Context: an optimization exercise on an open-source flow, tuned for small area and a short achievable clock period. The choices shown serve that exercise and are no tape-out recipe. At most, simulation tests tie the RTL to the original design; equivalence was not proved. Power and IR drop assume default switching activity.

## the baseline
==> flow/design.v <==
`timescale 1ns / 1ps
module execute(
    input clk,
    input [1:0] ctlwb_in, ctlm_in,
    input [31:0] npc, rdata1, rdata2, s_extend,
    input [4:0] instr_2016, instr_1511,
    input [1:0] alu_op,
    input [5:0] funct,
    input alusrc, regdst,
    output reg [1:0] ctlwb_out, ctlm_out,
    output reg [31:0] adder_out, alu_result_out, rdata2_out,
    output reg [4:0] muxout_out
);
    wire rtype    = (alu_op == 2'b10);
    wire f_add    = rtype & (funct == 6'b100000);
    wire f_sub    = rtype & (funct == 6'b100010);
    wire op_and   = rtype & (funct == 6'b100100);
    wire op_or    = rtype & (funct == 6'b100101);
    wire op_slt   = rtype & (funct == 6'b101010);
    wire op_arith = (alu_op == 2'b00) | (alu_op == 2'b01) | f_add | f_sub;
    wire sub      = alu_op[0] | (alu_op[1] & funct[1]);
    wire [31:0] ax = rdata1 ^ {32{sub}};
    wire [31:0] b  = alusrc ? s_extend : rdata2;
    wire [31:0] ag = ax & b;
    wire [31:0] at = ax | b;
    wire [31:0] ah = ax ^ b;
    reg [31:0] g, t;
    integer i, j;
    always @(*) begin
        g = ag;
        t = at;
        for (i = 0; i < 5; i = i + 1)
            for (j = (2 << i) - 1; j < 32; j = j + (2 << i)) begin
                g[j] = g[j] | (t[j] & g[j - (1 << i)]);
                t[j] = t[j] & t[j - (1 << i)];
            end
        for (i = 3; i >= 0; i = i - 1)
            for (j = (3 << i) - 1; j < 32; j = j + (2 << i)) begin
                g[j] = g[j] | (t[j] & g[j - (1 << i)]);
                t[j] = t[j] & t[j - (1 << i)];
            end
    end
    wire [31:0] c  = {g[30:0], 1'b0};
    wire        lt = g[31];
    wire [31:0] hs  = ah ^ {32{sub}};
    wire [31:0] lg  = ({32{op_and}} & ag) | ({32{op_or}} & at);
    wire [31:0] r0  = ({32{op_arith}} & hs) | lg;
    wire [31:0] r1  = ({32{op_arith}} & ~hs) | lg;
    wire [31:0] alu_result = (c & r1) | (~c & r0) | {31'b0, op_slt & lt};
    wire [31:0] bg0 = npc & s_extend;
    wire [31:0] bp0 = npc ^ s_extend;
    reg  [31:0] bg, bp;
    integer l, k;
    always @(*) begin
        bg = bg0;
        bp = bp0;
        for (l = 0; l < 5; l = l + 1)
            for (k = (2 << l) - 1; k < 32; k = k + (2 << l)) begin
                bg[k] = bg[k] | (bp[k] & bg[k - (1 << l)]);
                bp[k] = bp[k] & bp[k - (1 << l)];
            end
        for (l = 3; l >= 0; l = l - 1)
            for (k = (3 << l) - 1; k < 32; k = k + (2 << l)) begin
                bg[k] = bg[k] | (bp[k] & bg[k - (1 << l)]);
                bp[k] = bp[k] & bp[k - (1 << l)];
            end
    end
    wire [31:0] branch = bp0 ^ {bg[30:0], 1'b0};
    always @(posedge clk) begin
        ctlwb_out      <= ctlwb_in;
        ctlm_out       <= ctlm_in;
        adder_out      <= branch;
        alu_result_out <= alu_result;
        rdata2_out     <= rdata2;
        muxout_out     <= regdst ? instr_1511 : instr_2016;
    end
endmodule
clock: 3.6 ns
lec_check: 0
cap_margin: 20
core_margin: 2
core_utilization: 40
gpl_timing_driven: 0
setup_slack_margin: 1.2
slew_margin: 20
tns_end_percent: 0
standard.sh (not shown) runs the stock make flow with config.mk's settings and CLKGATE_MAP_FILE= SYNTH_SCRIPT=/design/flow/synth_recipe.tcl, a recipe that flattens the netlist after the stock synthesis.
==> flow/flow/run.sh <==
#!/bin/bash
# The standard layout (standard.sh) with: synthesis through flow/synth.tcl
# (ABC mapping script flow/abc.script, no full/half-adder cell extraction),
# and plain buf_1 cells as the port buffers.
set -euo pipefail
cd "$(dirname "$0")/.."
export MY_ABC_SCRIPT=$PWD/flow/abc.script
bash standard.sh SYNTH_SCRIPT=$PWD/flow/synth.tcl ADDER_MAP_FILE= BUFFER_PORTS_ARGS="-buffer_cell sky130_fd_sc_hd__buf_1" MATCH_CELL_FOOTPRINT=0 finish > standard.log 2>&1
==> flow/flow/abc.script <==
strash
dch -f
map -D 1300
topo
buffer -c
upsize -c
dnsize -c
==> flow/flow/synth.tcl <==
# The standard synthesis (synth_recipe.tcl), with ABC's mapping script
# replaced by flow/abc.script (delay-driven mapping).
proc synth {args} { yosys synth -nofsm -noshare {*}$args }
proc abc {args} {
  set i [lsearch $args -script]
  if {$i >= 0} { lset args [expr {$i+1}] $::env(MY_ABC_SCRIPT) }
  yosys abc {*}$args
}
source $::env(SCRIPTS_DIR)/synth.tcl
# left out here: clear keep_hierarchy, flatten, clean up, hide names made inside functions, write 1_2_yosys.v
The final layout from the baseline, which completed every stage, passed the timing, DRC and antenna checks at the end of the flow.
Setup changes, the baseline to the candidate
--- a/flow/design.v
+++ b/flow/design.v
@@ -54,17 +54,13 @@
     always @(*) begin
         bg = bg0;
         bp = bp0;
         for (l = 0; l < 5; l = l + 1)
-            for (k = (2 << l) - 1; k < 32; k = k + (2 << l)) begin
-                bg[k] = bg[k] | (bp[k] & bg[k - (1 << l)]);
-                bp[k] = bp[k] & bp[k - (1 << l)];
-            end
-        for (l = 3; l >= 0; l = l - 1)
-            for (k = (3 << l) - 1; k < 32; k = k + (2 << l)) begin
-                bg[k] = bg[k] | (bp[k] & bg[k - (1 << l)]);
-                bp[k] = bp[k] & bp[k - (1 << l)];
-            end
+            for (k = 0; k < 32; k = k + 1)
+                if (k[l]) begin
+                    bg[k] = bg[k] | (bp[k] & bg[((k >> l) << l) - 1]);
+                    bp[k] = bp[k] & bp[((k >> l) << l) - 1];
+                end
     end
     wire [31:0] branch = bp0 ^ {bg[30:0], 1'b0};
     always @(posedge clk) begin
         ctlwb_out      <= ctlwb_in;
Findings:
- The candidate: all stages complete, timing, DRC and antenna checks passed
- alu_result_out[14] as the destination of the critical timing path was reported by the baseline, and alu_result_out[28] by the candidate.
- Summary: with the baseline as the reference, power density over the cells in the candidate moved up slightly.
- The run showing the smaller sequential share of layout area is the candidate.
- The cell at the slowest stage of the critical path comes out a21oi_4 in one run and o21ai_1 in the other, namely in the candidate and the baseline respectively.
- Sum of buffers and inverters on the critical path, the baseline and the candidate: smaller value in the baseline
- Lower length of routed met3 wiring among the baseline and the candidate: the candidate
- | number of vias per cell | lower: the baseline |
- Compared the baseline against the candidate; post-layout net count within noise.
Function not checked in the candidate: the RTL went through the layout flow alone.

---

garnet:
RTL: the design.v shown in full above, as it stands there.
Settings: LEC_CHECK=0, CAP_MARGIN=20, CORE_MARGIN=2, CORE_UTILIZATION=40, GPL_TIMING_DRIVEN=0, SETUP_SLACK_MARGIN=1.2, SLEW_MARGIN=20, TNS_END_PERCENT=0; clock period 3.6 ns.
==> flow/flow/run.sh <==
#!/bin/bash
# The standard layout (standard.sh) with: synthesis through flow/synth.tcl
# (ABC mapping script flow/abc.script, no full/half-adder cell extraction),
# and plain buf_1 cells as the port buffers.
set -euo pipefail
cd "$(dirname "$0")/.."
export MY_ABC_SCRIPT=$PWD/flow/abc.script
bash standard.sh SYNTH_SCRIPT=$PWD/flow/synth.tcl ADDER_MAP_FILE= BUFFER_PORTS_ARGS="-buffer_cell sky130_fd_sc_hd__buf_1"  finish > standard.log 2>&1
==> flow/flow/abc.script <==
strash
dch -f
map -D 1600
topo
buffer -c
upsize -c
dnsize -c
Scripts as last shown in full above: flow/flow/synth.tcl
Here is what was changed in the inputs of juniper compared with garnet.
--- a/flow/design.v
+++ b/flow/design.v
@@ -27,21 +27,17 @@
     reg [31:0] g, t;
     integer i, j;
     always @(*) begin
         g = ag;
         t = at;
         for (i = 0; i < 5; i = i + 1)
-            for (j = (2 << i) - 1; j < 32; j = j + (2 << i)) begin
-                g[j] = g[j] | (t[j] & g[j - (1 << i)]);
-                t[j] = t[j] & t[j - (1 << i)];
-            end
-        for (i = 3; i >= 0; i = i - 1)
-            for (j = (3 << i) - 1; j < 32; j = j + (2 << i)) begin
-                g[j] = g[j] | (t[j] & g[j - (1 << i)]);
-                t[j] = t[j] & t[j - (1 << i)];
-            end
+            for (j = 0; j < 32; j = j + 1)
+                if (j[i]) begin
+                    g[j] = g[j] | (t[j] & g[((j >> i) << i) - 1]);
+                    t[j] = t[j] & t[((j >> i) << i) - 1];
+                end
     end
     wire [31:0] c  = {g[30:0], 1'b0};
     wire        lt = g[31];
     wire [31:0] hs  = ah ^ {32{sub}};
     wire [31:0] lg  = ({32{op_and}} & ag) | ({32{op_or}} & at);
     wire [31:0] r0  = ({32{op_arith}} & hs) | lg;
Results
juniper reached the end of the flow, and the finished layout is clean on the timing, DRC and antenna checks.
When juniper is set beside garnet, its post-layout utilization of the core turns out to be 0.94 points larger.
Compared with garnet, juniper shows a portion of total power attributed to combinational logic that is 0.3 points higher.
Compared with garnet, juniper ends up with a larger final cell area.
Between juniper and garnet, clock-buffer cell count is lower for juniper, garnet comes in above that.
Total instance count after detailed placement: juniper vs garnet up 68
[compare] base=garnet new=juniper: sequential power level; power moved up; global-route wire length before repair moved up; switching power as a share of total power moved up.
Compared with garnet, juniper shows a higher count of different cell masters after synthesis.
juniper reports its destination of the critical timing path as alu_result_out[25]$_DFF_P_ while garnet reports alu_result_out[28]$_DFF_P_.
| post-synthesis cell area | juniper vs garnet | worse |
Looking at total power divided by cell area, juniper sits about 0.8% higher than garnet does.
When the final numbers for juniper and garnet were put side by side, the die area turned out to be smaller in garnet.
Buffering overhead was higher in juniper than in garnet.
No functional check of the RTL was part of juniper.

---

// execute: RTL as listed in full above, without the edits since
export LEC_CHECK = 0
export CAP_MARGIN = 20
export CORE_MARGIN = 2
export CORE_UTILIZATION = 40
export GPL_TIMING_DRIVEN = 0
export SETUP_SLACK_MARGIN = 1.2
export SLEW_MARGIN = 20
export TNS_END_PERCENT = 0
create_clock -name core_clock -period 3.6 [get_ports {clk}]
==> flow/flow/run.sh <==
#!/bin/bash
# The standard layout (standard.sh) with: synthesis through flow/synth.tcl
# (ABC mapping script flow/abc.script, no full/half-adder cell extraction),
# and plain buf_1 cells as the port buffers.
set -euo pipefail
cd "$(dirname "$0")/.."
export MY_ABC_SCRIPT=$PWD/flow/abc.script
bash standard.sh SYNTH_SCRIPT=$PWD/flow/synth.tcl ADDER_MAP_FILE= BUFFER_PORTS_ARGS="-buffer_cell sky130_fd_sc_hd__buf_1" MATCH_CELL_FOOTPRINT=0 finish > standard.log 2>&1
Scripts as last shown in full above: flow/flow/abc.script, flow/flow/synth.tcl
Next try:
--- a/flow/design.v
+++ b/flow/design.v
@@ -17,33 +17,31 @@
     wire op_and   = rtype & (funct == 6'b100100);
     wire op_or    = rtype & (funct == 6'b100101);
     wire op_slt   = rtype & (funct == 6'b101010);
     wire op_arith = (alu_op == 2'b00) | (alu_op == 2'b01) | f_add | f_sub;
-    wire sub      = alu_op[0] | (alu_op[1] & funct[1]);
-    wire [31:0] ax = rdata1 ^ {32{sub}};
+    wire sub0     = alu_op[0] | (alu_op[1] & funct[1]);
+    wire sub1     = (alu_op[0] & ~alu_op[1]) | (alu_op[1] & funct[1]);
+    wire sub2     = alu_op[0] ^ (alu_op[1] & funct[1]);
+    wire sub3     = alu_op[0] ? ~alu_op[1] : (alu_op[1] & funct[1]);
+    wire [31:0] subv = {{8{sub3}}, {8{sub2}}, {8{sub1}}, {8{sub0}}};
+    wire [31:0] ax = rdata1 ^ subv;
     wire [31:0] b  = alusrc ? s_extend : rdata2;
     wire [31:0] ag = ax & b;
     wire [31:0] at = ax | b;
-    wire [31:0] ah = ax ^ b;
     reg [31:0] g, t;
     integer i, j;
     always @(*) begin
         g = ag;
         t = at;
         for (i = 0; i < 5; i = i + 1)
-            for (j = (2 << i) - 1; j < 32; j = j + (2 << i)) begin
-                g[j] = g[j] | (t[j] & g[j - (1 << i)]);
-                t[j] = t[j] & t[j - (1 << i)];
-            end
-        for (i = 3; i >= 0; i = i - 1)
-            for (j = (3 << i) - 1; j < 32; j = j + (2 << i)) begin
+            for (j = 31; j >= (1 << i); j = j - 1) begin
                 g[j] = g[j] | (t[j] & g[j - (1 << i)]);
                 t[j] = t[j] & t[j - (1 << i)];
             end
     end
     wire [31:0] c  = {g[30:0], 1'b0};
     wire        lt = g[31];
-    wire [31:0] hs  = ah ^ {32{sub}};
+    wire [31:0] hs  = rdata1 ^ b;
     wire [31:0] lg  = ({32{op_and}} & ag) | ({32{op_or}} & at);
     wire [31:0] r0  = ({32{op_arith}} & hs) | lg;
     wire [31:0] r1  = ({32{op_arith}} & ~hs) | lg;
     wire [31:0] alu_result = (c & r1) | (~c & r0) | {31'b0, op_slt & lt};
Result: The new run completed without violations; wire length grows by 24%; global-route usage rises by 1.5 points; total power is higher by 16%; via count rises by 18%; count of clock-buffer cells in the layout decreases by 2; setup slack gains 0.021 ns; utilization rose by 5.1 points.
Function not checked in the second run of this note: the RTL went through the layout flow alone.

[separate check: timing with driven ports]
No port has a modelled driver above. Below, the same layouts with a new extraction and two added sets of constraints. Step 1 sets driving cells, clkbuf_16 on the clock port and buf_2 on the other inputs (assumed; they add their load-dependent delay and slew). Step 2 also shifts input and output timing later by t, the mid clock arrival at the registers, as if the neighbouring blocks saw the same clock. Slacks: ideal / step 1 / step 2; pairs: ideal / step 1.
| run | shift t [ns] | setup WS [ns] | worst setup path after step 2 | worst slew at a driven data input, ns |
|---|---|---|---|---|
| the baseline | 0.404 | 1.067 / 1.080 / 0.675 | input to register | 0.06 |
| the candidate | 0.392 | 1.038 / 1.049 / 0.657 | input to register | 0.07 |
| garnet | 0.394 | 0.969 / 0.965 / 0.572 | input to register | 0.07 |
| juniper | 0.395 | 1.022 / 1.024 / 0.629 | input to register | 0.06 |
| the first run of note 3 | 0.393 | 0.955 / 0.964 / 0.571 | input to register | 0.07 |
| the second run of note 3 | 0.403 | 0.976 / 0.980 / 0.577 | input to register | 0.07 |
After both steps setup and hold are still met in every run listed. The setup slack of the second run of note 3, which loses most, moves by +0.004 ns with the drivers and by -0.399 ns with both steps.
